This design comes from an exercise in tuning for small area on the open sky130 flow, not from production work.
RTL that was checked went through simulation tests only; none was proved equivalent to the original.
For runs 2 to 6, only the layout was checked, not whether the RTL still works.
Power figures rest on the tool's default switching activity, not on a simulated workload.

## flow/design.v (module list and top-level ports; edited modules follow where they fit)
// module clk_div: 31 lines
// module VGA_Display: 26 lines
// module spr_ball: 254 lines
// module spr_bar_a: 225 lines
// module spr_bar_b: 229 lines
// module rom_ctl: 31 lines
// module Glitch_Reduce: 16 lines
// module debounce: 18 lines
// module score: 77 lines
// module Main_FSM: 72 lines
// module bar_ctl: 39 lines
// module ram_ctl: 63 lines
// module spr_ball_ctl: 63 lines
// module spr_bar_ctl: 55 lines
// module bg_addr: 47 lines
// module ball_fsm: 157 lines
// module top: 66 lines
module top(
input clk,
input rst,
input [15:0] MemDB,
input [4:0] clt,
output [2:0] red,
output [2:0] green,
output [1:0] blue,
output hsync,
output vsync,
output [25:0] MemAdr,
output we_L,
output oe_L,
output ce_L,
output lb_L,
output ub_L,
output RamADV_L,
output RamCLK,
output RamCRE,
output FlashCS,
output [3:0] sel,
output [7:0] data
    );
  // ...
==> flow/run.sh <==
#!/bin/bash
# synth_recipe.tcl (not shown) runs the flow's synth.tcl, then flattens the netlist and writes it again
# the make line also repeats each setting of config.mk as NAME=value (left out here)
make -C /OpenROAD-flow-scripts/flow DESIGN_CONFIG=/design/flow/config.mk WORK_HOME=/design/flow/orfs CLKGATE_MAP_FILE= SYNTH_SCRIPT=/design/flow/synth_recipe.tcl finish
==> flow/config.mk <==
export PLATFORM = sky130hd
export DESIGN_NAME = top
export DESIGN_NICKNAME = top
export VERILOG_FILES = /design/flow/design.v
export SDC_FILE = /design/flow/constraint.sdc
export NUM_CORES = 4
export LEC_CHECK = 0
export CAP_MARGIN = 20
export CORE_MARGIN = 2
export CORE_UTILIZATION = 40
export SLEW_MARGIN = 20
export SYNTH_MEMORY_MAX_BITS = 20000
==> flow/constraint.sdc <==
create_clock -name core_clock -period 10.0 [get_ports {clk}]
set_input_delay 2.0000 -clock core_clock [delete_from_list [all_inputs] [get_ports {clk}]]
set_output_delay 2.0000 -clock core_clock [all_outputs]
set_load 0.01 [all_outputs]
==> metrics.yaml, run 1 <==
logic_synthesis:
  synthArstFlopShare_pct: 66.9
  synth_ff_type: "sky130_fd_sc_hd__dfrtp_1"
  combinational_family_with_the_most_area_after_synthesis: "simple AND/OR/NAND/NOR gates"
  synth.area.mux_share_pct: 4.35
  synthesis.area_mm2: 0.0220
  yosysTopAreaCell: "sky130_fd_sc_hd__dfrtp_1"
  synth_largest_type_area_fraction_pct: 23.6
  synth_xor_area_share_pct: 4.43
  share_of_synthesized_cell_area_in_and_or_nand_and_nor_gates_pct: 20.3
  synthesis.instances: 2507
global_route:
  maximum_number_of_pins_on_one_net_before_global_route_repair: 81
  grt_pass1_wl_um: 100000
place:
  dpl.hpwl_um: 42500
  port_buffers: 64
critical_path:
  crit_slowest_cell: "sky130_fd_sc_hd__or4_1"
  critPathBufInv: 5
finish:
  fraction_of_final_layout_cells_with_drive_strength_greater_than_1_pct: 5.83
  largest_class: "multi-input combinational cells"
  proportion_of_cell_area_occupied_by_multi_input_gates_pct: 54.4
floorplanning:
  floorplan.die.height_um: 239
  ioPinCount: 80
clocking:
  ctsHtreeMaxLevel: 2
run_status:
  outcome: "finished clean"
routing:
  met2_wirelength_um: 28700
timing:
  report.final.slew_viol_count: 0
==> module score, before the edit <==
module score(
input clk,
input rst,
input [1:0] win,
input start,
input scan_end,
output reg [3:0] sel,
output reg [7:0] data,
output [1:0] Winner
    );
reg [1:0] win1, win2;
reg [7:0] scorea, scoreb;
assign Winner = (scorea > scoreb) ? 2'd1 : ((scorea == scoreb) ? 2'd3 : 2'd2);
always@(posedge clk or posedge rst)
	if(rst) begin
		win1 <= 0;
		win2 <= 0;
	end else begin
		win1 <= win;
		win2 <= win1;
	end
always@(posedge clk or posedge rst)
	if(rst) begin
		scorea <= 0;
		scoreb <= 0;
	end else if(!start) begin
		scorea <= 0;
		scoreb <= 0;
	end else if(win2 == 2'd0 && win1 == 2'd1) begin
		if(scorea[3:0] == 4'd9) begin
			scorea[3:0] <= 4'd0;
			scorea[7:4] <= scorea[7:4] + 4'd1;
		end else
			scorea[3:0] <= scorea[3:0] + 4'd1;
	end else if(win2 == 2'd0 && win1 == 2'd2) begin
		if(scoreb[3:0] == 4'd9) begin
			scoreb[3:0] <= 4'd0;
			scoreb[7:4] <= scoreb[7:4] + 4'd1;
		end else
			scoreb[3:0] <= scoreb[3:0] + 4'd1;
	end
always@(posedge clk or posedge rst)
	if(rst)
		sel <= 4'b0000;
	else if(scan_end)
		case(sel)
			4'b1110: sel <= 4'b1101;
			4'b1101: sel <= 4'b1011;
			4'b1011: sel <= 4'b0111;
			default: sel <= 4'b1110;
		endcase
reg [3:0] digit;
always @* begin
	if(sel == 4'b1110) digit = scoreb[3:0];
	else if(sel == 4'b1101) digit = scoreb[7:4];
	else if(sel == 4'b1011) digit = scorea[3:0];
	else digit = scorea[7:4];
	case(digit)
		4'h0: data = 8'b0000_0011;
		4'h1: data = 8'b1001_1111;
		4'h2: data = 8'b0010_0101;
		4'h3: data = 8'b0000_1101;
		4'h4: data = 8'b1001_1001;
		4'h5: data = 8'b0100_1001;
		4'h6: data = 8'b0100_0001;
		4'h7: data = 8'b0001_1111;
		4'h8: data = 8'b0000_0001;
		4'h9: data = 8'b0000_1001;
		4'ha: data = 8'b0001_0001;
		4'hb: data = 8'b1100_0001;
		4'hc: data = 8'b0110_0011;
		4'hd: data = 8'b1000_0101;
		4'he: data = 8'b0110_0001;
		default: data = 8'b0111_0001;
	endcase
end
endmodule
==> module Main_FSM, before the edit <==
module Main_FSM(
input clk,
input rst,
input w_state,
input s_state,
input Ua_state,
input Da_state,
input Pause,
input [1:0] Winner,
output reg start,
output reg [3:0] state
    );
reg Up1, Up2, Down1, Down2, Back1, Back2, Enter1, Enter2, Pause1, Pause2;
wire Up = Up1 & ~Up2;
wire Down = Down1 & ~Down2;
wire Back = Back1 & ~Back2;
wire Enter = Enter1 & ~Enter2;
wire PAUSE = Pause1 & ~Pause2;
always@(posedge clk or posedge rst)
	if(rst) begin
		{Up1,Up2,Down1,Down2,Back1,Back2,Enter1,Enter2,Pause1,Pause2} <= 10'd0;
	end else begin
		Up1 <= Ua_state; Up2 <= Up1;
		Down1 <= s_state; Down2 <= Down1;
		Enter1 <= Da_state; Enter2 <= Enter1;
		Back1 <= w_state; Back2 <= Back1;
		Pause1 <= Pause; Pause2 <= Pause1;
	end
reg Mark;
reg flag;
reg [21:0] Wait;
wire wait_end = flag && (Wait == 22'd1261992);	 
always@(posedge clk or posedge rst)
	if(rst) start <= 0;
	else start <= (state == 4'd3) || (state == 4'd5) || (state == 4'd6);
always@(posedge clk)
	if(Mark)
		Wait <= 0;
	else if(flag)
		Wait <= {Wait[20:0], ~(Wait[21] ^ Wait[20])};
always@(posedge clk or posedge rst)
	if(rst)
		flag <= 0;
	else if(wait_end)
		flag <= 0;
	else if(Mark)
		flag <= 1;
always@(posedge clk or posedge rst)
	if(rst) begin
		state <= 4'd0;
		Mark <= 0;
	end else
		case(state)
			4'd0: if(Up) state <= 4'd2; else if(Down) state <= 4'd1; else if(Enter) state <= 4'd3;
			4'd1: if(Up) state <= 4'd0; else if(Down) state <= 4'd2; else if(Enter) state <= 4'd4;
			4'd2: if(Up) state <= 4'd1; else if(Down) state <= 4'd0; else if(Enter) state <= 4'd7;
			4'd3: if(PAUSE) state <= 4'd5;
			4'd4: if(Enter || Back) state <= 4'd1;
			4'd5: if(PAUSE || Enter || Back) state <= 4'd3; else if(Up || Down) state <= 4'd6;
			4'd6:
				if(PAUSE || Back) state <= 4'd3;
				else if(Up || Down) state <= 4'd5;
				else if(Enter && Winner == 2'd1) begin state <= 4'd8; Mark <= 1; end
				else if(Enter && Winner == 2'd2) begin state <= 4'd9; Mark <= 1; end
				else if(Enter && Winner == 2'd3) begin state <= 4'd10; Mark <= 1; end
			4'd7: ;
			4'd8, 4'd9, 4'd10:
				if(Mark) Mark <= 0;
				else if(!flag) state <= 4'd0;
			default: state <= 4'd0;
		endcase
endmodule
==> module ram_ctl, before the edit <==
module ram_ctl(
input clk,
input rst,
input clk_40ns,
input clk_80ns,
input clk_c7,
input display,
input [15:0] MemDB,
input [9:0] hcount,
input [9:0] vcount,
input [9:0] ball_x,
input [9:0] ball_y,
input [9:0] bar_a_y,
input [9:0] bar_b_y,
input [3:0] state,
output reg [2:0] red,
output reg [2:0] green,
output reg [1:0] blue,
output [25:0] MemAdr
    );
wire game = (state == 4'd3) || (state == 4'd5) || (state == 4'd6);
wire flag, flag_bar_a, flag_bar_b;
wire [4:0] b_row; wire [3:0] b_col;
wire [6:0] a_row; wire [3:0] a_col;
wire [6:0] c_row; wire [3:0] c_col;
spr_ball_ctl u_ball_ctl(.clk(clk), .rst(rst), .clk_80ns(clk_80ns), .clk_c7(clk_c7),
	.hcount(hcount), .vcount(vcount), .ball_x(ball_x), .ball_y(ball_y),
	.flag(flag), .row(b_row), .col(b_col));
spr_bar_ctl #(.HLO(10'd149), .HHI(10'd166)) u_bar_a_ctl(.clk(clk), .rst(rst),
	.clk_40ns(clk_40ns), .clk_80ns(clk_80ns), .clk_c7(clk_c7), .hcount(hcount), .vcount(vcount),
	.bar_y(bar_a_y), .flag(flag_bar_a), .row(a_row), .col(a_col));
spr_bar_ctl #(.HLO(10'd761), .HHI(10'd778)) u_bar_b_ctl(.clk(clk), .rst(rst),
	.clk_40ns(clk_40ns), .clk_80ns(clk_80ns), .clk_c7(clk_c7), .hcount(hcount), .vcount(vcount),
	.bar_y(bar_b_y), .flag(flag_bar_b), .row(c_row), .col(c_col));
wire [20:0] madr;
assign MemAdr = {5'd0, madr};
bg_addr u_bg_addr(.clk(clk), .rst(rst), .clk_80ns(clk_80ns), .display(display),
	.vcount(vcount), .state(state), .madr(madr));
reg pcounter;
wire [7:0] ball_pix, bar_a_pix, bar_b_pix;
wire ball_transp;
spr_ball  u_spr_ball (.row(b_row), .col(b_col), .hi(!pcounter), .pix(ball_pix), .transp(ball_transp));
spr_bar_a u_spr_bar_a(.row(a_row), .col(a_col), .hi(!pcounter), .pix(bar_a_pix));
spr_bar_b u_spr_bar_b(.row(c_row), .col(c_col), .hi(!pcounter), .pix(bar_b_pix));
wire [7:0] bg = pcounter ? MemDB[7:0] : MemDB[15:8];
always@(posedge clk or posedge rst)
	if(rst) begin
		pcounter <= 0;
		{red, green, blue} <= 8'd0;
	end else if(clk_40ns) begin
		pcounter <= display ? ~pcounter : 1'b0;
		if(state == 4'd7 || !display)
			{red, green, blue} <= 8'd0;
		else if(flag_bar_a && game)
			{red, green, blue} <= bar_a_pix;
		else if(flag_bar_b && game)
			{red, green, blue} <= bar_b_pix;
		else if(flag && game && !ball_transp)
			{red, green, blue} <= ball_pix;
		else
			{red, green, blue} <= bg;
	end
endmodule
==> module spr_ball_ctl, before the edit <==
module spr_ball_ctl(
input clk,
input rst,
input clk_80ns,
input clk_c7,
input [9:0] hcount,
input [9:0] vcount,
input [9:0] ball_x,
input [9:0] ball_y,
output reg flag,
output reg [4:0] row,	 
output reg [3:0] col
    );
function [9:0] add10(input [9:0] a, input [9:0] b, input ci);
	integer i; reg c;
	begin
		c = ci;
		for(i = 0; i < 10; i = i + 1) begin
			add10[i] = a[i] ^ b[i] ^ c;
			c = (a[i] & b[i]) | (c & (a[i] ^ b[i]));
		end
	end
endfunction
function lt10(input [9:0] a, input [9:0] b);
	integer i; reg c;
	begin
		c = 1'b0;
		for(i = 0; i < 10; i = i + 1)
			c = (a[i] ^ b[i]) ? b[i] : c;
		lt10 = c;
	end
endfunction
reg [9:0] x_tem, y_tem;
reg on;
wire b_end = (row == 5'd19) && (col == 4'd9);
wire [9:0] dx = add10(hcount, ~x_tem, 1'b1);
wire hit = on && lt10(dx, 10'd20) && lt10(y_tem, vcount);
wire cap = (vcount == ball_y);
always@(posedge clk)
	if(clk_80ns && !b_end && cap) begin
		x_tem <= ball_x; y_tem <= ball_y;
	end
always@(posedge clk or posedge rst)
	if(rst) begin
		on <= 0;
		flag <= 0;
	end else if(clk_80ns) begin
		if(b_end) on <= 0;
		else if(cap) on <= 1;
		flag <= !b_end && hit;
	end
always@(posedge clk or posedge rst)
	if(rst) begin
		row <= 0; col <= 0;
	end else if(clk_c7) begin
		if(b_end) begin
			row <= 0; col <= 0;
		end else if(flag) begin
			if(col == 4'd9) begin col <= 0; row <= row + 5'd1; end
			else col <= col + 4'd1;
		end
	end
endmodule
==> run 2, diff against run 1 <==
--- a/flow/design.v
+++ b/flow/design.v
@@ -840,5 +840,5 @@
 input start,
 input scan_end,
-output reg [3:0] sel,
+output [3:0] sel,
 output reg [7:0] data,
 output [1:0] Winner
@@ -847,12 +847,8 @@
 reg [7:0] scorea, scoreb;
 assign Winner = (scorea > scoreb) ? 2'd1 : ((scorea == scoreb) ? 2'd3 : 2'd2);
-always@(posedge clk or posedge rst)
-	if(rst) begin
-		win1 <= 0;
-		win2 <= 0;
-	end else begin
-		win1 <= win;
-		win2 <= win1;
-	end
+always@(posedge clk) begin
+	win1 <= win;
+	win2 <= win1;
+end
 always@(posedge clk or posedge rst)
 	if(rst) begin
@@ -875,20 +871,23 @@
 			scoreb[3:0] <= scoreb[3:0] + 4'd1;
 	end
+reg sel_on;
+reg [1:0] sel_i;
+assign sel = sel_on ? ~(4'b0001 << sel_i) : 4'b0000;
 always@(posedge clk or posedge rst)
-	if(rst)
-		sel <= 4'b0000;
-	else if(scan_end)
-		case(sel)
-			4'b1110: sel <= 4'b1101;
-			4'b1101: sel <= 4'b1011;
-			4'b1011: sel <= 4'b0111;
-			default: sel <= 4'b1110;
-		endcase
+	if(rst) begin
+		sel_on <= 0;
+		sel_i <= 0;
+	end else if(scan_end) begin
+		sel_on <= 1;
+		if(sel_on) sel_i <= sel_i + 2'd1;
+	end
 reg [3:0] digit;
 always @* begin
-	if(sel == 4'b1110) digit = scoreb[3:0];
-	else if(sel == 4'b1101) digit = scoreb[7:4];
-	else if(sel == 4'b1011) digit = scorea[3:0];
-	else digit = scorea[7:4];
+	case({sel_on, sel_i})
+		3'b100: digit = scoreb[3:0];
+		3'b101: digit = scoreb[7:4];
+		3'b110: digit = scorea[3:0];
+		default: digit = scorea[7:4];
+	endcase
 	case(digit)
 		4'h0: data = 8'b0000_0011;
@@ -950,5 +949,5 @@
 	if(Mark)
 		Wait <= 0;
-	else if(flag)
+	else
 		Wait <= {Wait[20:0], ~(Wait[21] ^ Wait[20])};
 always@(posedge clk or posedge rst)
@@ -1050,5 +1049,5 @@
 wire [6:0] a_row; wire [3:0] a_col;
 wire [6:0] c_row; wire [3:0] c_col;
-spr_ball_ctl u_ball_ctl(.clk(clk), .rst(rst), .clk_80ns(clk_80ns), .clk_c7(clk_c7),
+spr_ball_ctl u_ball_ctl(.clk(clk), .rst(rst), .clk_40ns(clk_40ns), .clk_80ns(clk_80ns), .clk_c7(clk_c7),
 	.hcount(hcount), .vcount(vcount), .ball_x(ball_x), .ball_y(ball_y),
 	.flag(flag), .row(b_row), .col(b_col));
@@ -1091,4 +1090,5 @@
 input clk,
 input rst,
+input clk_40ns,
 input clk_80ns,
 input clk_c7,
@@ -1120,22 +1120,34 @@
 	end
 endfunction
-reg [9:0] x_tem, y_tem;
+reg [9:0] x_tem;
 reg on;
+reg same_line;	 
+reg wrapped;	 
 wire b_end = (row == 5'd19) && (col == 4'd9);
 wire [9:0] dx = add10(hcount, ~x_tem, 1'b1);
-wire hit = on && lt10(dx, 10'd20) && lt10(y_tem, vcount);
+wire hit = on && lt10(dx, 10'd20) && !same_line && (!wrapped || !lt10(vcount, 10'd503));
 wire cap = (vcount == ball_y);
 always@(posedge clk)
-	if(clk_80ns && !b_end && cap) begin
-		x_tem <= ball_x; y_tem <= ball_y;
-	end
+	if(clk_80ns && !b_end && cap)
+		x_tem <= ball_x;
 always@(posedge clk or posedge rst)
 	if(rst) begin
 		on <= 0;
 		flag <= 0;
-	end else if(clk_80ns) begin
-		if(b_end) on <= 0;
-		else if(cap) on <= 1;
-		flag <= !b_end && hit;
+		same_line <= 0;
+		wrapped <= 0;
+	end else begin
+		if(clk_80ns) begin
+			if(b_end) on <= 0;
+			else if(cap) on <= 1;
+			flag <= !b_end && hit;
+		end
+		if(clk_80ns && !b_end && cap) begin
+			same_line <= 1;
+			wrapped <= 0;
+		end else if(clk_40ns && hcount == 10'd799) begin
+			same_line <= 0;
+			if(vcount == 10'd520) wrapped <= 1;
+		end
 	end
 always@(posedge clk or posedge rst)
--- a/flow/config.mk
+++ b/flow/config.mk
@@ -9,4 +9,7 @@
 export CORE_MARGIN = 2
 export CORE_UTILIZATION = 40
+export CTS_BUF_LIST = sky130_fd_sc_hd__clkbuf_8
+export CTS_CLUSTER_DIAMETER = 60
+export CTS_CLUSTER_SIZE = 15
 export SLEW_MARGIN = 20
 export SYNTH_MEMORY_MAX_BITS = 20000
==> run 2 against run 1 <==
- sequential share of layout area rose by 0.059 points
- sequential power fell by 5%
- wire length fell by 0.44%
- non-clock buffer count rose by 4
- combinational power fell by 13%
- utilization fell by 1.5 points
- area after synthesis fell by 1.6%
- critical endpoint unchanged
==> metrics.yaml, run 2 <==
critical_path:
  crit_path_start_kind: "flop"  # unchanged
  crit_path_max_incr_delay_ns: 0.56  # was 0.57 ns
  worst_r2r_endpoint: "u_ball_fsm.ball_y[9]$_SDFFE_PN0P_"  # unchanged
  r2r_start: "u_bar_ctl.bar_a_y[0]$_SDFFE_PN1P_"  # was u_ball_fsm.ball_y[0]$_SDFFE_PN0P_
  crit_slowest_cell: "sky130_fd_sc_hd__or4_1"  # unchanged
  critical_path_class: "flop to flop"  # unchanged
  worst_ep_arrival_time_ns: 8.67  # was 8.56 ns
  timing.critical_path.mode_cell: "sky130_fd_sc_hd__fa_1"  # unchanged
  worstSetupStartpoint: "u_bar_ctl.bar_a_y[0]$_SDFFE_PN1P_"  # was u_ball_fsm.ball_y[0]$_SDFFE_PN0P_
  r2r_setup_slack_ns: 1.89  # was 1.91 ns
  end_kind: "flop"  # unchanged
  r2r.worst_path.cells: 32  # was 31
  data_required_time_at_the_worst_endpoint_ns: 10.56  # was 10.47 ns
  critPathCapture: "u_ball_fsm.ball_y[9]$_SDFFE_PN0P_"  # unchanged
  path_max_fanout: 14  # was 12
logic_synthesis:
  synth.most_common_cell: "sky130_fd_sc_hd__dfrtp_1"  # unchanged
  synth-edff-count: 14  # was 24
  synth_area_per_cell_um2: 8.74  # was 8.78 µm²
  commonest_cells_in_the_netlist: "sky130_fd_sc_hd__dfrtp_1, sky130_fd_sc_hd__nand2_1, sky130_fd_sc_hd__nor2_1, sky130_fd_sc_hd__o21ai_0, sky130_fd_sc_hd__inv_1"  # unchanged
  yosysTopAreaCell: "sky130_fd_sc_hd__dfrtp_1"  # unchanged
  synth_ff_type: "sky130_fd_sc_hd__dfrtp_1"  # unchanged
  netlist-cell-type-count: 99  # was 97
  synthArstFlopShare_pct: 67.9  # was 66.9%
  synthesis.instances: 2480  # was 2507
  yosys-top-cells-area: "sky130_fd_sc_hd__dfrtp_1, sky130_fd_sc_hd__dfxtp_1, sky130_fd_sc_hd__ha_1"  # was sky130_fd_sc_hd__dfrtp_1, sky130_fd_sc_hd__dfxtp_1, sky130_fd_sc_hd__fa_1
  synth_largest_type_area_fraction_pct: 23.7  # was 23.6%
  synth.ff_latch_count: 302  # was 311
  post_synthesis_sequential_area_ratio_pct: 33.3  # was 34.1%
  synthesis.area_mm2: 0.0217  # was 0.0220 mm²
  yosys_warnings: 13  # unchanged
clocking:
  cts-resized-gates: 0  # unchanged
  cts.sinks: 302  # was 311
  cts-buffers-inserted: 30  # was 39
  worst_skew_pair.late_latency_ns: 0.68  # was 0.57 ns
  tritoncts: "yes"  # unchanged
  clkSlewWorstSetupHoldPaths_ns: 0.10  # was 0.06 ns
  cts_setup_buffers: 0  # unchanged
  clk_path_buf_depth: 3  # unchanged
  holdBufCountCts: 0  # unchanged
  root_buffer: "sky130_fd_sc_hd__clkbuf_8"  # was sky130_fd_sc_hd__clkbuf_16
  ctsHtreeMaxLevel: 1  # was 2
timing:
  fin_worst_setup_slack_ns: 1.89  # was 1.91 ns
  report.final.slew_viol_count: 0  # unchanged
  tightestPinTransition_ns: 0.928  # was 1.22 ns
  rsz0062_at_grt: "false"  # unchanged
  hold_slack_ns: 0.378  # was 0.372 ns
  slew_headroom_pct: 38.1  # was 16.8%
  fmax_mhz: 123  # was 124 MHz
  fin_crit_ns: 8.11  # was 8.09 ns
  report.final.setup_viol: 0  # unchanged
  timing.setup.tns_ns: 0  # unchanged
  max_clock_skew_ns: 0.0673  # was 0.0370 ns
  finalHoldViolations: 0  # unchanged
  layout_worst_path_cycle_share_pct: 81.1  # was 80.9%
routing:
  detailedRoute.firstIterationViolations: 1837  # was 1922
  total_number_of_vias: 19000  # was 19.2k
  detail_route.wirelength_um: 61100  # was 61300 µm
  final_antenna_net_count: 0  # unchanged
  wire_per_inst_um: 19.3  # was 19.2 µm
  drt_drc_violations_left: 0  # unchanged
  vias_per_cell: 6.00  # was 5.99
  detail_route.first_pass.iterations: 6  # unchanged
run_status:
  outcome: "finished clean"  # unchanged
finish:
  reg.largest.list: "u_Main_FSM.Wait (22), u_ram_ctl.u_bg_addr.madr (21), u_clk_div.hi (12)"  # unchanged
  area_growth_pct: 7.75  # was 10.6%
  post_layout_nonfiller_instances: 3161  # was 3199
  antennaDiodeCount: 0  # unchanged
  largest-register: "u_Main_FSM.Wait"  # unchanged
  layout_common_cells: "sky130_fd_sc_hd__dfrtp_1, sky130_fd_sc_hd__nand2_1, sky130_fd_sc_hd__nor2_1"  # unchanged
  nNetsFinal: 2623  # was 2648
  nFillCells: 5282  # was 5227
  fraction_of_final_layout_cells_with_drive_strength_greater_than_1_pct: 5.60  # was 5.83%
  largest_register_ffs: 22  # unchanged
  layout_commonest_cell: "sky130_fd_sc_hd__dfrtp_1"  # unchanged
global_route:
  maximum_number_of_pins_on_one_net_before_global_route_repair: 132  # was 81
  grt_pass1_vias: 18400  # was 18.6k
  antenna_violations_before_repair: 0  # unchanged
  grt_pass1_wl_um: 99900  # was 100000 µm
  grt_remaining_overflow: 0  # unchanged
  grt_usage_pct: 21.5  # was 21.4%
floorplanning:
  core_mm2: 0.0537  # was 0.0541 mm²
  start_util_pct: 40.3  # was 40.7%
  die_x_um: 237  # was 239 µm
  total_die_area_mm2: 0.0560  # was 0.0569 mm²
  floorplan.die.height_um: 237  # was 239 µm
  rows: 85  # unchanged
  ioPinCount: 80  # unchanged
pwr:
  vdd_drop_max_mv: 0.102  # was 0.118 mV
  power.leakage_nw: 9.56  # was 9.95 nW
  power_density_mw_per_mm2: 136  # was 164 mW/mm²
place:
  dp_cells: 3104  # was 3128
  place_congestion: 0.957  # was 0.956
  dpl.hpwl_um: 42800  # was 42500 µm
  port_buffers: 64  # unchanged
  post-place-ws_ns: 1.90  # was 1.94 ns
hold_path:
  hp-class: "flop to flop"  # unchanged
  hold_path_depth: 0  # unchanged
flow_run:
  drv_cap: 0  # unchanged
run 2: per-stage QoR:
| stage | area, µm² | utilization, % | power (mW) |
|---|---|---|---|
| 6_report | 23300 | 43.5 | 3.18 |
| 5_1_grt | 23300 | 43.5 | 3.38 |
| 4_1_cts | 23300 | 43.4 | 3.21 |
| 3_5_place_dp | 22700 | 42.2 | 2.34 |
| 3_3_place_gp | 22700 | 42.2 | 2.32 |
| 2_1_floorplan | 21700 | - | 2.10 |
run 2: critical path, delay by kind of cell, from the launching register on:
| kind | cells | cell delay, ns |
|---|---|---|
| adder cells (fa/ha/maj) | 18 | 5.07 |
| AO/OA/AOI/OAI | 4 | 1.01 |
| AND/OR/NAND/NOR | 3 | 0.87 |
| buffers and inverters | 5 | 0.36 |
| flip-flops | 1 | 0.36 |
| XOR/XNOR | 2 | 0.33 |
run 2: layer usage:
| metal | GRT usage (%) | share of wire (%) |
|---|---|---|
| met5 | 0 | 0 |
| met3 | 2.77 | 6.4 |
| met1 | 30.2 | 45 |
| met4 | 6.67 | 2.9 |
| met2 | 34.4 | 46 |
run 2: worst min path at each step:
stage / from / endpoint / slack, ns
CTS: u_score.win1[0]$_DFF_P_ / u_score.win2[0]$_DFF_P_ / 0.38
global route: u_score.win1[0]$_DFF_P_ / u_score.win2[0]$_DFF_P_ / 0.40
floorplan: u_Main_FSM.Enter1$_DFF_PP0_ / u_Main_FSM.Enter2$_DFF_PP0_ / 0.35
global placement: u_Main_FSM.Enter1$_DFF_PP0_ / u_Main_FSM.Enter2$_DFF_PP0_ / 0.36
detailed placement: u_Main_FSM.Pause1$_DFF_PP0_ / u_Main_FSM.Pause2$_DFF_PP0_ / 0.36
finish: u_Main_FSM.Pause1$_DFF_PP0_ / u_Main_FSM.Pause2$_DFF_PP0_ / 0.38
run 2: kinds of logic after synthesis:
logic type               count (synthesis)  synth area share, %
AO/OA/AOI/OAI                          659                 20.7
XOR/XNOR                               103                 4.43
adder cells (fa/ha/maj)                159                 11.2
buffers and inverters                  326                 6.25
flip-flops                             302                 33.3
multiplexers                            66                 3.17
other                                    2               0.0347
AND/OR/NAND/NOR                        863                 20.9
run 2: cell type report:
cell class,instances,area (µm²),share of cell area (%)
Tap cell,696,871,3.73
Timing Repair Buffer,91,845,3.62
Sequential cell,302,7210,30.9
Inverter,151,574,2.46
Clock buffer,32,440,1.89
Clock inverter,24,226,0.970
Multi-Input combinational cell,1865,13200,56.4
run 2: where the power goes:
group	internal (mW)	switching (mW)
combinational	0.366	0.532
clock	0.371	0.490
sequential	1.31	0.107
total	2.05	1.13
==> run 3, diff against run 2 <==
--- a/flow/config.mk
+++ b/flow/config.mk
@@ -9,7 +9,7 @@
 export CORE_MARGIN = 2
 export CORE_UTILIZATION = 40
-export CTS_BUF_LIST = sky130_fd_sc_hd__clkbuf_8
-export CTS_CLUSTER_DIAMETER = 60
-export CTS_CLUSTER_SIZE = 15
+export CTS_BUF_LIST = sky130_fd_sc_hd__clkbuf_4 sky130_fd_sc_hd__clkbuf_8
+export CTS_CLUSTER_DIAMETER = 50
+export CTS_CLUSTER_SIZE = 12
 export SLEW_MARGIN = 20
 export SYNTH_MEMORY_MAX_BITS = 20000
==> run 3 against run 2 <==
- wire length up 0.81%
- flip-flop and latch count stayed put
- utilization up 0.61 points
- critical path depth stayed put
- final cell count up 0.60%
- critical endpoint unchanged
- highest routed layer unchanged
- still clean
- clock power grew 32%
- combinational power about the same
- sequential share of layout area is 0.43 points lower
- area after synthesis unchanged
- die area did not move
- clock skew shrank 0.0034 ns
==> metrics.yaml, run 3 <==
clocking:
  cts_setup_buffers: 0  # unchanged
  root_buffer: "sky130_fd_sc_hd__clkbuf_8"  # unchanged
  tritoncts: "yes"  # unchanged
  worst_skew_pair.late_latency_ns: 0.65  # was 0.68 ns
  cts.sinks: 302  # unchanged
  holdBufCountCts: 0  # unchanged
  clk_path_buf_depth: 3  # unchanged
  clkSlewWorstSetupHoldPaths_ns: 0.08  # was 0.10 ns
  cts-resized-gates: 0  # unchanged
  cts-buffers-inserted: 40  # was 30
  ctsHtreeMaxLevel: 2  # was 1
critical_path:
  crit_cells: 32  # unchanged
  worstSetupStartpoint: "u_bar_ctl.bar_a_y[0]$_SDFFE_PN1P_"  # unchanged
  timing.critical_path.mode_cell: "sky130_fd_sc_hd__fa_1"  # unchanged
  crit_path_start_kind: "flop"  # unchanged
  r2r_setup_slack_ns: 1.89  # about the same
  critPathCapture: "u_ball_fsm.ball_y[9]$_SDFFE_PN0P_"  # unchanged
  critPathBufInv: 5  # unchanged
  path_delay_family: "adder cells"  # unchanged
  worst_r2r_endpoint: "u_ball_fsm.ball_y[9]$_SDFFE_PN0P_"  # unchanged
  critical_path_class: "flop to flop"  # unchanged
  r2r_start: "u_bar_ctl.bar_a_y[0]$_SDFFE_PN1P_"  # unchanged
  crit_slowest_cell: "sky130_fd_sc_hd__or4_1"  # unchanged
  r2r.worst_path.cells: 32  # unchanged
  data_required_time_at_the_worst_endpoint_ns: 10.54  # was 10.56 ns
  end_kind: "flop"  # unchanged
  path_max_fanout: 14  # unchanged
  worst_ep_arrival_time_ns: 8.65  # was 8.67 ns
  crit_path_max_incr_delay_ns: 0.56  # about the same
routing:
  drt_drc_violations_left: 0  # unchanged
  final_antenna_net_count: 0  # unchanged
  total_number_of_vias: 19000  # about the same
  detail_route.first_pass.iterations: 8  # was 6
  detailedRoute.firstIterationViolations: 2036  # was 1837
  vias_per_cell: 5.96  # was 6.00
  wire_per_inst_um: 19.4  # was 19.3 µm
  detail_route.wirelength_um: 61600  # was 61100 µm
pwr:
  comb_power_share_pct: 26.0  # was 28.2%
  power.leakage_nw: 9.70  # was 9.56 nW
  power_switching_mw: 1.18  # was 1.13 mW
  power_density_mw_per_mm2: 146  # was 136 mW/mm²
  seq_power_share_pct: 41.1  # was 44.7%
  power.share.switching_pct: 34.0  # was 35.5%
  power.share.clock_pct: 32.9  # was 27.1%
  vdd_drop_max_mv: 0.102  # about the same
  internal_power_mw: 2.28  # was 2.05 mW
finish:
  largest_register_ffs: 22  # unchanged
  layout_commonest_cell: "sky130_fd_sc_hd__dfrtp_1"  # unchanged
  nNetsFinal: 2634  # was 2623
  antennaDiodeCount: 0  # unchanged
  post_layout_nonfiller_instances: 3180  # was 3161
  largest-register: "u_Main_FSM.Wait"  # unchanged
  layout_common_cells: "sky130_fd_sc_hd__dfrtp_1, sky130_fd_sc_hd__nand2_1, sky130_fd_sc_hd__nor2_1"  # unchanged
  fraction_of_final_layout_cells_with_drive_strength_greater_than_1_pct: 6.68  # was 5.60%
  reg.largest.list: "u_Main_FSM.Wait (22), u_ram_ctl.u_bg_addr.madr (21), u_clk_div.hi (12)"  # unchanged
  area_growth_pct: 9.26  # was 7.75%
logic_synthesis:
  yosys_warnings: 13  # unchanged
  synth_largest_type_area_fraction_pct: 23.7  # unchanged
  synth-edff-count: 14  # unchanged
  synth_area_per_cell_um2: 8.74  # unchanged
  synthArstFlopShare_pct: 67.9  # unchanged
  yosysTopAreaCell: "sky130_fd_sc_hd__dfrtp_1"  # unchanged
  yosys-top-cells-area: "sky130_fd_sc_hd__dfrtp_1, sky130_fd_sc_hd__dfxtp_1, sky130_fd_sc_hd__ha_1"  # unchanged
  netlist-cell-type-count: 99  # unchanged
  synthesis.instances: 2480  # unchanged
  synthesis.area_mm2: 0.0217  # unchanged
  synth.most_common_cell: "sky130_fd_sc_hd__dfrtp_1"  # unchanged
  synth_ff_type: "sky130_fd_sc_hd__dfrtp_1"  # unchanged
  post_synthesis_sequential_area_ratio_pct: 33.3  # unchanged
  synth.ff_latch_count: 302  # unchanged
  commonest_cells_in_the_netlist: "sky130_fd_sc_hd__dfrtp_1, sky130_fd_sc_hd__nand2_1, sky130_fd_sc_hd__nor2_1, sky130_fd_sc_hd__o21ai_0, sky130_fd_sc_hd__inv_1"  # unchanged
flow_run:
  drv_cap: 0  # unchanged
hold_path:
  hp-class: "flop to flop"  # unchanged
  hold_path_depth: 0  # unchanged
run_status:
  outcome: "finished clean"  # unchanged
timing:
  report.final.setup_viol: 0  # unchanged
  timing.setup.tns_ns: 0  # unchanged
  fmax_mhz: 123  # about the same
  finalHoldViolations: 0  # unchanged
  report.final.slew_viol_count: 0  # unchanged
  slew_headroom_pct: 37.2  # was 38.1%
  tightestPinTransition_ns: 0.942  # was 0.928 ns
  max_clock_skew_ns: 0.0639  # was 0.0673 ns
  layout_worst_path_cycle_share_pct: 81.1  # about the same
  rsz0062_at_grt: "false"  # unchanged
  fin_crit_ns: 8.11  # about the same
global_route:
  grt_remaining_overflow: 0  # unchanged
  antenna_violations_before_repair: 0  # unchanged
  grt_usage_pct: 21.8  # was 21.5%
  maximum_number_of_pins_on_one_net_before_global_route_repair: 132  # unchanged
  grt_pass1_vias: 18400  # about the same
  grt_pass1_wl_um: 101000  # was 99900 µm
place:
  port_buffers: 64  # unchanged
  dpl.hpwl_um: 42800  # unchanged
  place_congestion: 0.957  # unchanged
  dp_cells: 3104  # unchanged
floorplanning:
  total_die_area_mm2: 0.0560  # unchanged
  rows: 85  # unchanged
  floorplan.die.height_um: 237  # unchanged
  die_x_um: 237  # unchanged
  ioPinCount: 80  # unchanged
  start_util_pct: 40.3  # unchanged
  core_mm2: 0.0537  # unchanged
run 3: cell type report:
cell class,count,area (µm²)
Timing Repair Buffer,92,868
Sequential cell,302,7210
Clock buffer,51,639
Tap cell,696,871
Fill cell,5241,30000
Clock inverter,23,332
Inverter,151,574
Multi-Input combinational cell,1865,13200
run 3: cells by family after synthesis:
| family | synth area share (%) |
|---|---|
| simple gates | 20.9 |
| compound gates | 20.7 |
| buf+inv | 6.25 |
| flops | 33.3 |
| fa+ha+maj | 11.2 |
| xor+xnor | 4.43 |
| mux | 3.17 |
| other cells | 0.0347 |
run 3: metrics by stage:
stage	utilization, %	hold slack (ns)	cell area (µm²)	setup WS, ns	total power [mW]
3_3_place_gp	42.2	0.357	22700	2.05	2.32
5_1_grt	44.1	0.408	23700	1.33	3.67
4_1_cts	44.0	0.387	23600	1.90	3.50
2_1_floorplan	-	0.347	21700	2.33	2.10
3_5_place_dp	42.2	0.365	22700	1.90	2.34
6_report	44.1	0.382	23700	1.89	3.46
run 3: how the worst min path moves through the flow:
stage / from / slack [ns] / end
final: u_Main_FSM.Enter1$_DFF_PP0_ / 0.38 / u_Main_FSM.Enter2$_DFF_PP0_
after CTS: u_Main_FSM.Enter1$_DFF_PP0_ / 0.39 / u_Main_FSM.Enter2$_DFF_PP0_
after global routing: u_ball_fsm.ball_x[6]$_SDFFE_PN1P_ / 0.41 / u_ram_ctl.u_ball_ctl.x_tem[6]$_DFFE_PP_
after floorplan: u_Main_FSM.Enter1$_DFF_PP0_ / 0.35 / u_Main_FSM.Enter2$_DFF_PP0_
after global placement: u_Main_FSM.Enter1$_DFF_PP0_ / 0.36 / u_Main_FSM.Enter2$_DFF_PP0_
after detailed placement: u_Main_FSM.Pause1$_DFF_PP0_ / 0.36 / u_Main_FSM.Pause2$_DFF_PP0_
run 3: metal layers:
metal  up-vias  track usage [%]  part of all wire [%]
li1       8908                -                     -
met1      9223             30.4                    45
met2       695             34.5                    46
met3       125             3.47                   6.3
met4         0             7.23                   3.1
met5         -                0                     0
run 3: power groups by stage:
stage / logic, mW / clock network (mW) / registers, mW
after floorplan: 0.693 / 0 / 1.40
after global placement: 0.880 / 0 / 1.44
after detailed placement: 0.892 / 0 / 1.45
after CTS: 0.898 / 1.18 / 1.42
after global routing: 1.01 / 1.23 / 1.44
final: 0.900 / 1.14 / 1.42
==> run 4, diff against run 3 <==
==> flow/config.mk (replaced) <==
export PLATFORM = sky130hd
export DESIGN_NAME = top
export DESIGN_NICKNAME = top
export VERILOG_FILES = /design/flow/design.v
export SDC_FILE = /design/flow/constraint.sdc
export NUM_CORES = 4
export LEC_CHECK = 0
export CAP_MARGIN = 0
export CORE_MARGIN = 2
export CORE_UTILIZATION = 40
export CTS_BUF_LIST = sky130_fd_sc_hd__clkbuf_8
export CTS_CLUSTER_DIAMETER = 70
export CTS_CLUSTER_SIZE = 20
export SLEW_MARGIN = 0
export SYNTH_MEMORY_MAX_BITS = 20000
==> run 4 against run 3 <==
- still clean
- flip-flop and latch count stayed put
- register-to-register slack got worse by 0.02 ns
- synthesized cell count unchanged
- setup slack got worse by 0.021 ns
- total power down 8.5%
- critical endpoint unchanged
- largest power group unchanged
- highest routed layer is now met5
==> metrics.yaml, run 4 <==
timing:
  hold_slack_ns: 0.389  # was 0.382 ns
  slew_headroom_pct: 29.2  # was 37.2%
  fin_crit_ns: 8.13  # was 8.11 ns
  max_clock_skew_ns: 0.0289  # was 0.0639 ns
  report.final.slew_viol_count: 0  # unchanged
  rsz0062_at_grt: "false"  # unchanged
  fmax_mhz: 123  # about the same
  fin_worst_setup_slack_ns: 1.87  # was 1.89 ns
  report.final.setup_viol: 0  # unchanged
  tightestPinTransition_ns: 1.06  # was 0.942 ns
  layout_worst_path_cycle_share_pct: 81.3  # was 81.1%
  timing.setup.tns_ns: 0  # unchanged
  finalHoldViolations: 0  # unchanged
critical_path:
  crit_path_start_kind: "flop"  # unchanged
  worst_ep_arrival_time_ns: 8.69  # was 8.65 ns
  path_delay_family: "adder cells"  # unchanged
  crit_slowest_cell: "sky130_fd_sc_hd__or4_1"  # unchanged
  crit_path_max_incr_delay_ns: 0.55  # was 0.56 ns
  r2r_start: "u_bar_ctl.bar_a_y[0]$_SDFFE_PN1P_"  # unchanged
  end_kind: "flop"  # unchanged
  critical_path_class: "flop to flop"  # unchanged
  path_max_fanout: 14  # unchanged
  worstSetupStartpoint: "u_bar_ctl.bar_a_y[0]$_SDFFE_PN1P_"  # unchanged
  timing.critical_path.mode_cell: "sky130_fd_sc_hd__fa_1"  # unchanged
  data_required_time_at_the_worst_endpoint_ns: 10.55  # was 10.54 ns
  critPathBufInv: 5  # unchanged
global_route:
  grt_usage_pct: 21.5  # was 21.8%
  gr-max-usage-layer: "met2"  # unchanged
  gr-usage-met1_pct: 30.5  # was 30.4%
  maximum_number_of_pins_on_one_net_before_global_route_repair: 132  # unchanged
  grt_remaining_overflow: 0  # unchanged
  met3_usage_pct: 2.80  # was 3.47%
  antenna_violations_before_repair: 1  # was 0
  grt_pass1_vias: 18300  # was 18.4k
  grt_pass1_wl_um: 100000  # was 101000 µm
  met2_usage_pct: 34.4  # was 34.5%
routing:
  detail_route.wirelength_um: 61100  # was 61600 µm
  detailedRoute.firstIterationViolations: 1980  # was 2036
  final_antenna_net_count: 0  # unchanged
  drt_drc_violations_left: 0  # unchanged
  total_number_of_vias: 18800  # was 19.0k
  wire_per_inst_um: 19.4  # about the same
  detail_route.first_pass.iterations: 6  # was 8
  vias_per_cell: 5.98  # was 5.96
logic_synthesis:
  synthesis.area_mm2: 0.0217  # unchanged
  synth.most_common_cell: "sky130_fd_sc_hd__dfrtp_1"  # unchanged
  synth_largest_type_area_fraction_pct: 23.7  # unchanged
  synthesis.instances: 2480  # unchanged
  yosys-top-cells-area: "sky130_fd_sc_hd__dfrtp_1, sky130_fd_sc_hd__dfxtp_1, sky130_fd_sc_hd__ha_1"  # unchanged
  synth_ff_type: "sky130_fd_sc_hd__dfrtp_1"  # unchanged
  synth.ff_latch_count: 302  # unchanged
  netlist-cell-type-count: 99  # unchanged
  synth-edff-count: 14  # unchanged
  synthArstFlopShare_pct: 67.9  # unchanged
  post_synthesis_sequential_area_ratio_pct: 33.3  # unchanged
  commonest_cells_in_the_netlist: "sky130_fd_sc_hd__dfrtp_1, sky130_fd_sc_hd__nand2_1, sky130_fd_sc_hd__nor2_1, sky130_fd_sc_hd__o21ai_0, sky130_fd_sc_hd__inv_1"  # unchanged
  yosysTopAreaCell: "sky130_fd_sc_hd__dfrtp_1"  # unchanged
  synth_area_per_cell_um2: 8.74  # unchanged
  yosys_warnings: 13  # unchanged
clocking:
  cts.sinks: 302  # unchanged
  cts-buffers-inserted: 26  # was 40
  cts_setup_buffers: 0  # unchanged
  clkSlewWorstSetupHoldPaths_ns: 0.12  # was 0.08 ns
  ctsHtreeMaxLevel: 1  # was 2
  tritoncts: "yes"  # unchanged
  holdBufCountCts: 0  # unchanged
  cts-resized-gates: 0  # unchanged
  root_buffer: "sky130_fd_sc_hd__clkbuf_8"  # unchanged
  worst_skew_pair.late_latency_ns: 0.64  # was 0.65 ns
  clk_path_buf_depth: 3  # unchanged
flow_run:
  drv_cap: 0  # unchanged
finish:
  area_growth_pct: 7.61  # was 9.26%
  layout_commonest_cell: "sky130_fd_sc_hd__dfrtp_1"  # unchanged
  largest_register_ffs: 22  # unchanged
  layout_common_cells: "sky130_fd_sc_hd__dfrtp_1, sky130_fd_sc_hd__nand2_1, sky130_fd_sc_hd__nor2_1"  # unchanged
  reg.largest.list: "u_Main_FSM.Wait (22), u_ram_ctl.u_bg_addr.madr (21), u_clk_div.hi (12)"  # unchanged
  fraction_of_final_layout_cells_with_drive_strength_greater_than_1_pct: 5.54  # was 6.68%
  largest-register: "u_Main_FSM.Wait"  # unchanged
  antennaDiodeCount: 0  # unchanged
  nNetsFinal: 2618  # was 2634
place:
  dpl.hpwl_um: 42800  # about the same
  port_buffers: 64  # unchanged
  place_congestion: 0.957  # unchanged
  post-place-ws_ns: 1.91  # was 1.90 ns
floorplanning:
  core_mm2: 0.0537  # unchanged
  floorplan.die.height_um: 237  # unchanged
  start_util_pct: 40.3  # unchanged
  die_x_um: 237  # unchanged
  rows: 85  # unchanged
  total_die_area_mm2: 0.0560  # unchanged
  ioPinCount: 80  # unchanged
pwr:
  power.leakage_nw: 9.51  # was 9.70 nW
  power_density_mw_per_mm2: 136  # was 146 mW/mm²
  vdd_drop_max_mv: 0.106  # was 0.102 mV
run_status:
  outcome: "finished clean"  # unchanged
hold_path:
  hp-class: "flop to flop"  # unchanged
  min-delay-start: "u_Main_FSM.Pause1$_DFF_PP0_"  # was u_Main_FSM.Enter1$_DFF_PP0_
## run 4: cell count changes in the layout (fill, tap and decap cells not counted), moves of 2 or more
cell                        previous run  this run
sky130_fd_sc_hd__inv_1               135       137
sky130_fd_sc_hd__clkinv_8              0         5
sky130_fd_sc_hd__clkbuf_8             41        28
sky130_fd_sc_hd__bufinv_16             6         2
sky130_fd_sc_hd__clkbuf_4             10         0
sky130_fd_sc_hd__inv_6                 5         2
sky130_fd_sc_hd__inv_8                 5         3
## run 4: layer usage
layer,part of all wire (%),wire (µm),vias to the layer above
met5,0.018,11,-
met4,2.8,1720,2
met3,6.2,3800,137
met2,46,28100,712
met1,45,27400,9143
li1,-,-,8854
## run 4: worst register-to-register path: cells and delay by family (launching register included)
kind,cells,cell delay [ns]
adders and majority gates,18,5.13
AOI/OAI and AO/OA,4,1.00
and+or+nand+nor,3,0.87
buffers and inverters,5,0.37
DFF,1,0.36
xor gates and xnor gates,2,0.34
## run 4: per-stage QoR
step | utilization [%] | area, µm² | std cells | power (mW)
after global routing | 43.4 | 23300 | 3152 | 3.37
after global placement | 42.2 | 22700 | 3104 | 2.32
after floorplan | - | 21700 | 2493 | 2.10
after CTS | 43.4 | 23300 | 3152 | 3.20
after detailed placement | 42.2 | 22700 | 3104 | 2.33
final | 43.4 | 23300 | 3152 | 3.17
## run 4: final timing paths
check | endpoint | slack [ns] | cells after the start
setup / recovery | u_ball_fsm.ball_y[9]$_SDFFE_PN0P_ | 1.87 | 32
hold / removal | u_Main_FSM.Pause2$_DFF_PP0_ | 0.39 | 0
setup reg to reg | u_ball_fsm.ball_y[9]$_SDFFE_PN0P_ | 1.87 | 32
hold reg to reg | u_Main_FSM.Pause2$_DFF_PP0_ | 0.39 | 0
max in group asynchronous | u_Main_FSM.start$_DFF_PP0_ | 6.41 | 3
min in group asynchronous | u_Glitch_Reduce.u_db3.cnt[2]$_DFF_PP0_ | 1.97 | 2
## run 4: kinds of logic after synthesis
kind of cell	Yosys count	synth area share (%)
compound gates	659	20.7
xor+xnor	103	4.43
fa+ha+maj	159	11.2
buf+inv	326	6.25
flops	302	33.3
mux	66	3.17
other cells	2	0.0347
simple gates	863	20.9
## run 4: area by class of cell
type / count / area (µm²)
sequential: 302 / 7210
inverter: 151 / 574
timing repair buffer: 90 / 836
clock buffer: 28 / 385
tap: 696 / 871
multi-input combinational: 1865 / 13200
clock inverter: 20 / 262
fill: 5221 / 30400
## run 4: where the power goes
part | switching [mW] | internal (mW) | leakage, nW
sequential | 0.106 | 1.31 | 3.53
combinational | 0.532 | 0.366 | 5.65
clock | 0.502 | 0.347 | 0.330
==> run 5, diff against run 4 <==
==> flow/flow/run.sh (new file) <==
#!/bin/bash
# The standard layout (standard.sh, unchanged synthesis and steps), with
# one change: the port buffers that global placement inserts are the
# smallest buffer cell, sky130_fd_sc_hd__buf_1, instead of the one
# buffer_ports picks by default. Every port still gets its buffer.
set -euo pipefail
export BUFFER_PORTS_ARGS="-buffer_cell sky130_fd_sc_hd__buf_1"
bash standard.sh > standard.log 2>&1
==> flow/standard.sh (new file) <==
#!/bin/bash
# synth_recipe.tcl (not shown) runs the flow's synth.tcl, then flattens the netlist and writes it again
# the make line also repeats each setting of config.mk as NAME=value (left out here)
make -C /OpenROAD-flow-scripts/flow DESIGN_CONFIG=/design/flow/config.mk WORK_HOME=/design/flow/orfs CLKGATE_MAP_FILE= SYNTH_SCRIPT=/design/flow/synth_recipe.tcl "${@:-finish}"
==> flow/config.mk (replaced) <==
export PLATFORM = sky130hd
export DESIGN_NAME = top
export DESIGN_NICKNAME = top
export VERILOG_FILES = /design/flow/design.v
export SDC_FILE = /design/flow/constraint.sdc
export NUM_CORES = 4
export LEC_CHECK = 0
export CAP_MARGIN = 20
export CORE_MARGIN = 2
export CORE_UTILIZATION = 40
export CTS_BUF_LIST = sky130_fd_sc_hd__clkbuf_8
export CTS_CLUSTER_DIAMETER = 60
export CTS_CLUSTER_SIZE = 15
export SLEW_MARGIN = 20
export SYNTH_MEMORY_MAX_BITS = 20000
removed: flow/run.sh
==> run 5 against run 4 <==
- setup slack got worse by 0.075 ns
- flip-flop and latch count did not move
- combinational power fell by 3.1%
- die area did not move
- register-to-register slack got worse by 0.07 ns
- synthesized cell count did not move
- fmax fell by 0.91%
- via count rose by 0.34%
- first-iteration DRC count fell by 12%
- clock-buffer cell count rose by 3
- worst hold slack got worse by 0.0047 ns
- critical path depth did not move
==> metrics.yaml, run 5 <==
hold_path:
  hold-path-endpoint: "u_Main_FSM.Enter2$_DFF_PP0_"  # was u_Main_FSM.Pause2$_DFF_PP0_
  min-delay-start: "u_Main_FSM.Enter1$_DFF_PP0_"  # was u_Main_FSM.Pause1$_DFF_PP0_
  hold_path_depth: 0  # unchanged
  hp-class: "flop to flop"  # unchanged
pwr:
  power.share.clock_pct: 27.3  # was 26.8%
  seq_power_share_pct: 45.1  # was 44.9%
  vdd_drop_max_mv: 0.0938  # was 0.106 mV
  comb_power_share_pct: 27.6  # was 28.3%
  power_density_mw_per_mm2: 138  # was 136 mW/mm²
  power.total_mw: 3.15  # was 3.17 mW
  power.share.switching_pct: 35.4  # was 36.0%
  power.leakage_nw: 9.38  # was 9.51 nW
  power_switching_mw: 1.11  # was 1.14 mW
  internal_power_mw: 2.04  # was 2.03 mW
timing:
  slew_headroom_pct: 33.6  # was 29.2%
  tightestPinTransition_ns: 0.988  # was 1.06 ns
  report.final.setup_viol: 0  # unchanged
  hold_slack_ns: 0.384  # was 0.389 ns
  report.final.slew_viol_count: 0  # unchanged
  fin_worst_setup_slack_ns: 1.79  # was 1.87 ns
  fmax_mhz: 122  # was 123 MHz
  rsz0062_at_grt: "false"  # unchanged
  fin_crit_ns: 8.21  # was 8.13 ns
  timing.setup.tns_ns: 0  # unchanged
  finalHoldViolations: 0  # unchanged
  max_clock_skew_ns: 0.0359  # was 0.0289 ns
  layout_worst_path_cycle_share_pct: 82.1  # was 81.3%
finish:
  nNetsFinal: 2619  # was 2618
  combined_flip_flop_and_latch_cell_area_mm2: 0.00721  # unchanged
  nFillCells: 5270  # was 5221
  design_area_mm2: 0.0229  # was 0.0233 mm²
  layout_commonest_cell: "sky130_fd_sc_hd__dfrtp_1"  # unchanged
  largest-register: "u_Main_FSM.Wait"  # unchanged
  reg.largest.list: "u_Main_FSM.Wait (22), u_ram_ctl.u_bg_addr.madr (21), u_clk_div.hi (12)"  # unchanged
  post_layout_nonfiller_instances: 3156  # was 3152
  final_util_pct: 42.6  # was 43.4%
  largest_register_ffs: 22  # unchanged
  layout_common_cells: "sky130_fd_sc_hd__dfrtp_1, sky130_fd_sc_hd__nand2_1, sky130_fd_sc_hd__nor2_1"  # unchanged
  fraction_of_final_layout_cells_with_drive_strength_greater_than_1_pct: 5.37  # was 5.54%
  area_growth_pct: 5.69  # was 7.61%
  total_area_of_multi_input_combinational_cells_mm2: 0.0132  # about the same
  antennaDiodeCount: 0  # unchanged
critical_path:
  r2r_start: "u_bar_ctl.bar_a_y[0]$_SDFFE_PN1P_"  # unchanged
  worst_ep_arrival_time_ns: 8.74  # was 8.69 ns
  crit_path_start_kind: "flop"  # unchanged
  r2r.worst_path.cells: 32  # unchanged
  end_kind: "flop"  # unchanged
  r2r_setup_slack_ns: 1.79  # was 1.87 ns
  path_max_fanout: 14  # unchanged
  data_required_time_at_the_worst_endpoint_ns: 10.53  # was 10.55 ns
  critical_path_class: "flop to flop"  # unchanged
  crit_slowest_cell: "sky130_fd_sc_hd__or4_1"  # unchanged
  timing.critical_path.mode_cell: "sky130_fd_sc_hd__fa_1"  # unchanged
  worst_r2r_endpoint: "u_ball_fsm.ball_y[9]$_SDFFE_PN0P_"  # unchanged
  crit_path_max_incr_delay_ns: 0.56  # was 0.55 ns
flow_run:
  drv_cap: 0  # unchanged
logic_synthesis:
  yosys-top-cells-area: "sky130_fd_sc_hd__dfrtp_1, sky130_fd_sc_hd__dfxtp_1, sky130_fd_sc_hd__ha_1"  # unchanged
  netlist-cell-type-count: 99  # unchanged
  yosysTopAreaCell: "sky130_fd_sc_hd__dfrtp_1"  # unchanged
  synth_largest_type_area_fraction_pct: 23.7  # unchanged
  synth_area_per_cell_um2: 8.74  # unchanged
  synth.most_common_cell: "sky130_fd_sc_hd__dfrtp_1"  # unchanged
  synth_ff_type: "sky130_fd_sc_hd__dfrtp_1"  # unchanged
  synthesis.instances: 2480  # unchanged
  synthesis.area_mm2: 0.0217  # unchanged
  commonest_cells_in_the_netlist: "sky130_fd_sc_hd__dfrtp_1, sky130_fd_sc_hd__nand2_1, sky130_fd_sc_hd__nor2_1, sky130_fd_sc_hd__o21ai_0, sky130_fd_sc_hd__inv_1"  # unchanged
  post_synthesis_sequential_area_ratio_pct: 33.3  # unchanged
  synth-edff-count: 14  # unchanged
  yosys_warnings: 13  # unchanged
  synth.ff_latch_count: 302  # unchanged
  synthArstFlopShare_pct: 67.9  # unchanged
clocking:
  cts-resized-gates: 0  # unchanged
  clkSlewWorstSetupHoldPaths_ns: 0.10  # was 0.12 ns
  cts.sinks: 302  # unchanged
  holdBufCountCts: 0  # unchanged
  worst_skew_pair.late_latency_ns: 0.64  # about the same
  clk_path_buf_depth: 3  # unchanged
  cts_setup_buffers: 0  # unchanged
  tritoncts: "yes"  # unchanged
  cts-buffers-inserted: 29  # was 26
  root_buffer: "sky130_fd_sc_hd__clkbuf_8"  # unchanged
  ctsHtreeMaxLevel: 1  # unchanged
floorplanning:
  die_x_um: 237  # unchanged
  floorplan.die.height_um: 237  # unchanged
  total_die_area_mm2: 0.0560  # unchanged
  ioPinCount: 80  # unchanged
  core_mm2: 0.0537  # unchanged
  start_util_pct: 40.3  # unchanged
  rows: 85  # unchanged
routing:
  drt_drc_violations_left: 0  # unchanged
  total_number_of_vias: 18900  # was 18.8k
  detailedRoute.firstIterationViolations: 1750  # was 1980
  detail_route.first_pass.iterations: 5  # was 6
  detail_route.wirelength_um: 62200  # was 61100 µm
  final_antenna_net_count: 0  # unchanged
  vias_per_cell: 5.99  # was 5.98
  wire_per_inst_um: 19.7  # was 19.4 µm
global_route:
  maximum_number_of_pins_on_one_net_before_global_route_repair: 134  # was 132
  grt_usage_pct: 21.9  # was 21.5%
  grt_pass1_wl_um: 101000  # was 100000 µm
  antenna_violations_before_repair: 0  # was 1
  grt_remaining_overflow: 0  # unchanged
  grt_pass1_vias: 18400  # was 18.3k
place:
  post_dp_cell_area_mm2: 0.0222  # was 0.0227 mm²
  dp_cells: 3102  # was 3104
  port_buffers: 64  # unchanged
  post-place-ws_ns: 1.90  # was 1.91 ns
  dpl.hpwl_um: 43500  # was 42800 µm
  place_congestion: 0.925  # was 0.957
run_status:
  outcome: "finished clean"  # unchanged
-- run 5: cell counts after synthesis --
Identical to the previous run, type by type.
-- run 5: cell type report --
class | count | share of cell area (%)
Tap cell | 696 | 3.80
Clock buffer | 31 | 1.86
Timing Repair Buffer | 88 | 1.82
Inverter | 151 | 2.51
Sequential cell | 302 | 31.5
Multi-Input combinational cell | 1865 | 57.5
Clock inverter | 23 | 0.989
-- run 5: worst max path at each step --
stage	startpoint	end	slack (ns)	depth (start not counted)
finish	u_bar_ctl.bar_a_y[0]$_SDFFE_PN1P_	u_ball_fsm.ball_y[9]$_SDFFE_PN0P_	1.79	32
detailed placement	u_bar_ctl.bar_a_y[0]$_SDFFE_PN1P_	u_ball_fsm.ball_y[9]$_SDFFE_PN0P_	1.90	32
floorplan	u_bar_ctl.bar_a_y[0]$_SDFFE_PN1P_	u_ball_fsm.ball_y[9]$_SDFFE_PN0P_	2.33	33
global placement	u_bar_ctl.bar_a_y[0]$_SDFFE_PN1P_	u_ball_fsm.ball_y[9]$_SDFFE_PN0P_	2.03	32
global route	u_bar_ctl.bar_a_y[0]$_SDFFE_PN1P_	u_ball_fsm.ball_y[9]$_SDFFE_PN0P_	1.37	32
CTS	u_bar_ctl.bar_a_y[0]$_SDFFE_PN1P_	u_ball_fsm.ball_y[9]$_SDFFE_PN0P_	1.84	32
-- run 5: critical path: cells and delay by family (launching register included) --
family | cells | cell delay [ns]
buffers and inverters | 5 | 0.38
adder cells (fa/ha/maj) | 18 | 5.12
flip-flops | 1 | 0.36
AND/OR/NAND/NOR | 3 | 0.90
AO/OA/AOI/OAI | 4 | 1.02
XOR/XNOR | 2 | 0.33
-- run 5: cells by family (layout without fill, tap and decap cells) --
group	Yosys count	after routing	share of synthesized area [%]
buffers and inverters	326	293	6.25
AND/OR/NAND/NOR	863	863	20.9
flip-flops	302	302	33.3
multiplexers	66	66	3.17
adder cells (fa/ha/maj)	159	159	11.2
XOR/XNOR	103	103	4.43
AO/OA/AOI/OAI	659	659	20.7
other	2	15	0.0347
-- run 5: per-layer routing --
layer | global-route usage, % | routed length (µm) | vias up
li1 | - | - | 8866
met1 | 30.7 | 27900 | 9282
met2 | 35.7 | 29000 | 655
met3 | 2.54 | 3660 | 110
met4 | 6.33 | 1640 | 0
met5 | 0 | 0 | -
-- run 5: power by group through the flow --
stage | registers (mW) | clock network [mW] | logic, mW
after floorplan | 1.40 | 0 | 0.693
after global placement | 1.44 | 0 | 0.855
after detailed placement | 1.44 | 0 | 0.863
after CTS | 1.42 | 0.899 | 0.870
after global routing | 1.44 | 0.943 | 0.974
final | 1.42 | 0.858 | 0.870
==> run 6, diff against run 5 <==
==> flow/flow/run.sh (replaced) <==
#!/bin/bash
# The standard layout (standard.sh, unchanged synthesis and steps), with
# two changes: the port buffers that global placement inserts are the
# smallest buffer cell, sky130_fd_sc_hd__buf_1, instead of the one
# buffer_ports picks by default (every port still gets its buffer), and
# clock tree synthesis uses clkbuf_8 clusters without dummy loads.
set -euo pipefail
export BUFFER_PORTS_ARGS="-buffer_cell sky130_fd_sc_hd__buf_1"
export CTS_ARGS="-sink_clustering_enable -repair_clock_nets -buf_list sky130_fd_sc_hd__clkbuf_8 -sink_clustering_size 15 -sink_clustering_max_diameter 60 -dont_use_dummy_load"
bash standard.sh > standard.log 2>&1
==> run 6 against run 5 <==
- first-iteration DRC count is 0.91% lower
- fmax is 0.20% lower
- clock-buffer cell count is 2 lower
- die area stayed put
- non-clock buffer count stayed put
- cell area is 1.1% lower
- register-to-register slack worse by 0.02 ns
- synthesized cell count stayed put
- final cell count is 0.79% lower
- combinational power hardly changed
- highest routed layer unchanged
==> metrics.yaml, run 6 <==
timing:
  slew_headroom_pct: 33.0  # was 33.6%
  layout_worst_path_cycle_share_pct: 82.2  # was 82.1%
  hold_slack_ns: 0.383  # was 0.384 ns
  timing.setup.tns_ns: 0  # unchanged
  finalHoldViolations: 0  # unchanged
  report.final.slew_viol_count: 0  # unchanged
  tightestPinTransition_ns: 0.997  # was 0.988 ns
  fmax_mhz: 122  # about the same
  fin_crit_ns: 8.22  # was 8.21 ns
  max_clock_skew_ns: 0.0737  # was 0.0359 ns
  rsz0062_at_grt: "false"  # unchanged
  report.final.setup_viol: 0  # unchanged
finish:
  layout_common_cells: "sky130_fd_sc_hd__dfrtp_1, sky130_fd_sc_hd__nand2_1, sky130_fd_sc_hd__nor2_1"  # unchanged
  largest_register_ffs: 22  # unchanged
  largest-register: "u_Main_FSM.Wait"  # unchanged
  final_util_pct: 42.2  # was 42.6%
  design_area_mm2: 0.0226  # was 0.0229 mm²
  reg.largest.list: "u_Main_FSM.Wait (22), u_ram_ctl.u_bg_addr.madr (21), u_clk_div.hi (12)"  # unchanged
  nFillCells: 5281  # was 5270
  antennaDiodeCount: 0  # unchanged
  layout_commonest_cell: "sky130_fd_sc_hd__dfrtp_1"  # unchanged
  nNetsFinal: 2619  # unchanged
  area_growth_pct: 4.52  # was 5.69%
  fraction_of_final_layout_cells_with_drive_strength_greater_than_1_pct: 4.80  # was 5.37%
hold_path:
  hp-class: "flop to flop"  # unchanged
  min-delay-start: "u_Main_FSM.Enter1$_DFF_PP0_"  # unchanged
logic_synthesis:
  yosysTopAreaCell: "sky130_fd_sc_hd__dfrtp_1"  # unchanged
  post_synthesis_sequential_area_ratio_pct: 33.3  # unchanged
  synth_largest_type_area_fraction_pct: 23.7  # unchanged
  netlist-cell-type-count: 99  # unchanged
  synth_ff_type: "sky130_fd_sc_hd__dfrtp_1"  # unchanged
  synth-edff-count: 14  # unchanged
  synth.ff_latch_count: 302  # unchanged
  synth_area_per_cell_um2: 8.74  # unchanged
  commonest_cells_in_the_netlist: "sky130_fd_sc_hd__dfrtp_1, sky130_fd_sc_hd__nand2_1, sky130_fd_sc_hd__nor2_1, sky130_fd_sc_hd__o21ai_0, sky130_fd_sc_hd__inv_1"  # unchanged
  synthArstFlopShare_pct: 67.9  # unchanged
  synthesis.instances: 2480  # unchanged
  yosys_warnings: 13  # unchanged
  yosys-top-cells-area: "sky130_fd_sc_hd__dfrtp_1, sky130_fd_sc_hd__dfxtp_1, sky130_fd_sc_hd__ha_1"  # unchanged
  synth.most_common_cell: "sky130_fd_sc_hd__dfrtp_1"  # unchanged
  synthesis.area_mm2: 0.0217  # unchanged
routing:
  final_antenna_net_count: 0  # unchanged
  wire_per_inst_um: 19.9  # was 19.7 µm
  detail_route.wirelength_um: 62200  # about the same
  detail_route.first_pass.iterations: 6  # was 5
  detailedRoute.firstIterationViolations: 1734  # was 1750
  drt_drc_violations_left: 0  # unchanged
  vias_per_cell: 6.03  # was 5.99
  total_number_of_vias: 18900  # about the same
critical_path:
  worstSetupStartpoint: "u_bar_ctl.bar_a_y[0]$_SDFFE_PN1P_"  # unchanged
  r2r_setup_slack_ns: 1.78  # was 1.79 ns
  r2r_start: "u_bar_ctl.bar_a_y[0]$_SDFFE_PN1P_"  # unchanged
  data_required_time_at_the_worst_endpoint_ns: 10.51  # was 10.53 ns
  crit_path_start_kind: "flop"  # unchanged
  path_delay_family: "adder cells"  # unchanged
  critPathBufInv: 5  # unchanged
  path_max_fanout: 14  # unchanged
  crit_slowest_cell: "sky130_fd_sc_hd__or4_1"  # unchanged
  crit_path_max_incr_delay_ns: 0.56  # about the same
  end_kind: "flop"  # unchanged
  worst_ep_arrival_time_ns: 8.74  # about the same
  timing.critical_path.mode_cell: "sky130_fd_sc_hd__fa_1"  # unchanged
  critical_path_class: "flop to flop"  # unchanged
global_route:
  grt_remaining_overflow: 0  # unchanged
  grt_pass1_vias: 18400  # about the same
  maximum_number_of_pins_on_one_net_before_global_route_repair: 134  # unchanged
  grt_usage_pct: 21.9  # about the same
  grt_pass1_wl_um: 101000  # about the same
  antenna_violations_before_repair: 0  # unchanged
clocking:
  cts_setup_buffers: 0  # unchanged
  worst_skew_pair.late_latency_ns: 0.64  # about the same
  ctsHtreeMaxLevel: 1  # unchanged
  holdBufCountCts: 0  # unchanged
  root_buffer: "sky130_fd_sc_hd__clkbuf_8"  # unchanged
  clk_path_buf_depth: 3  # unchanged
  cts-resized-gates: 0  # unchanged
  clkSlewWorstSetupHoldPaths_ns: 0.10  # about the same
  tritoncts: "yes"  # unchanged
  cts.sinks: 302  # unchanged
  cts-buffers-inserted: 29  # unchanged
floorplanning:
  total_die_area_mm2: 0.0560  # unchanged
  floorplan.die.height_um: 237  # unchanged
  start_util_pct: 40.3  # unchanged
  rows: 85  # unchanged
  ioPinCount: 80  # unchanged
  core_mm2: 0.0537  # unchanged
  die_x_um: 237  # unchanged
place:
  place_congestion: 0.925  # unchanged
  post_dp_cell_area_mm2: 0.0222  # unchanged
  dpl.hpwl_um: 43500  # unchanged
  port_buffers: 64  # unchanged
flow_run:
  drv_cap: 0  # unchanged
pwr:
  power.leakage_nw: 9.22  # was 9.38 nW
  vdd_drop_max_mv: 0.120  # was 0.0938 mV
  power_density_mw_per_mm2: 131  # was 138 mW/mm²
run_status:
  outcome: "finished clean"  # unchanged
run 6: cell types whose count changed in the layout (fill, tap and decap cells not counted), sizes merged:
cell and change:
inv -15, clkinv -5, bufinv -3, clkbuf -2
run 6: worst paths after layout:
check / to / depth (start not counted)
setup reg to reg: u_ball_fsm.ball_y[9]$_SDFFE_PN0P_ / 32
hold / removal: u_Main_FSM.Enter2$_DFF_PP0_ / 0
max in group asynchronous: u_score.scorea[2]$_DFFE_PP0P_ / 3
min in group asynchronous: u_Glitch_Reduce.u_db1.cnt[3]$_DFF_PP0_ / 2
hold reg to reg: u_Main_FSM.Enter2$_DFF_PP0_ / 0
setup / recovery: u_ball_fsm.ball_y[9]$_SDFFE_PN0P_ / 32
run 6: final cells by class:
cell class                      count  area (µm²)  share of cell area, %
Clock buffer                       29         399                   1.76
Inverter                          151         574                   2.54
Tap cell                          696         871                   3.85
Sequential cell                   302        7210                   31.9
Multi-Input combinational cell   1865       13200                   58.2
Timing Repair Buffer               88         418                   1.85
run 6: report_power, final:
| part | total [mW] | switching (mW) | leakage [nW] | internal (mW) |
|---|---|---|---|---|
| clock | 0.669 | 0.412 | 0.209 | 0.257 |
| sequential | 1.42 | 0.106 | 3.53 | 1.32 |
| combinational | 0.870 | 0.530 | 5.48 | 0.339 |
run 6: through the flow:
| stage | power [mW] | cells | setup WS, ns |
|---|---|---|---|
| after floorplan | 2.10 | 2493 | 2.33 |
| after global placement | 2.30 | 3101 | 2.03 |
| after detailed placement | 2.31 | 3102 | 1.90 |
| after CTS | 2.99 | 3131 | 1.80 |
| after global routing | 3.16 | 3131 | 1.34 |
| final | 2.96 | 3131 | 1.78 |
run 6: worst register-to-register path: cells and delay by family (launching register included):
| family | cells | cell delay [ns] |
|---|---|---|
| flops | 1 | 0.36 |
| buf+inv | 5 | 0.39 |
| compound gates | 4 | 1.01 |
| xor+xnor | 2 | 0.33 |
| fa+ha+maj | 18 | 5.12 |
| simple gates | 3 | 0.89 |
run 6: kinds of logic (layout without fill, tap and decap cells):
family          count (synthesis)  after routing  share of synthesized area, %
simple gates                  863            863                          20.9
compound gates                659            659                          20.7
buf+inv                       326            268                          6.25
flops                         302            302                          33.3
fa+ha+maj                     159            159                          11.2
xor+xnor                      103            103                          4.43
mux                            66             66                          3.17
other cells                     2             15                        0.0347
run 6: routing by layer:
metal  GRT usage, %  share of wire [%]  vias to the layer above
met4           6.71                2.8                        0
li1               -                  -                     8829
met1           30.6                 45                     9212
met5              0                  0                        -
met3           2.56                6.4                      118
met2           35.5                 46                      720

Setup slack of run 6, layout unchanged: 1.775 ns with ideal ports, 1.775 ns with driving cells assumed (clock clkbuf_16, inputs buf_2), 1.775 ns with port delays also shifted by the 0.657 ns mid clock arrival.
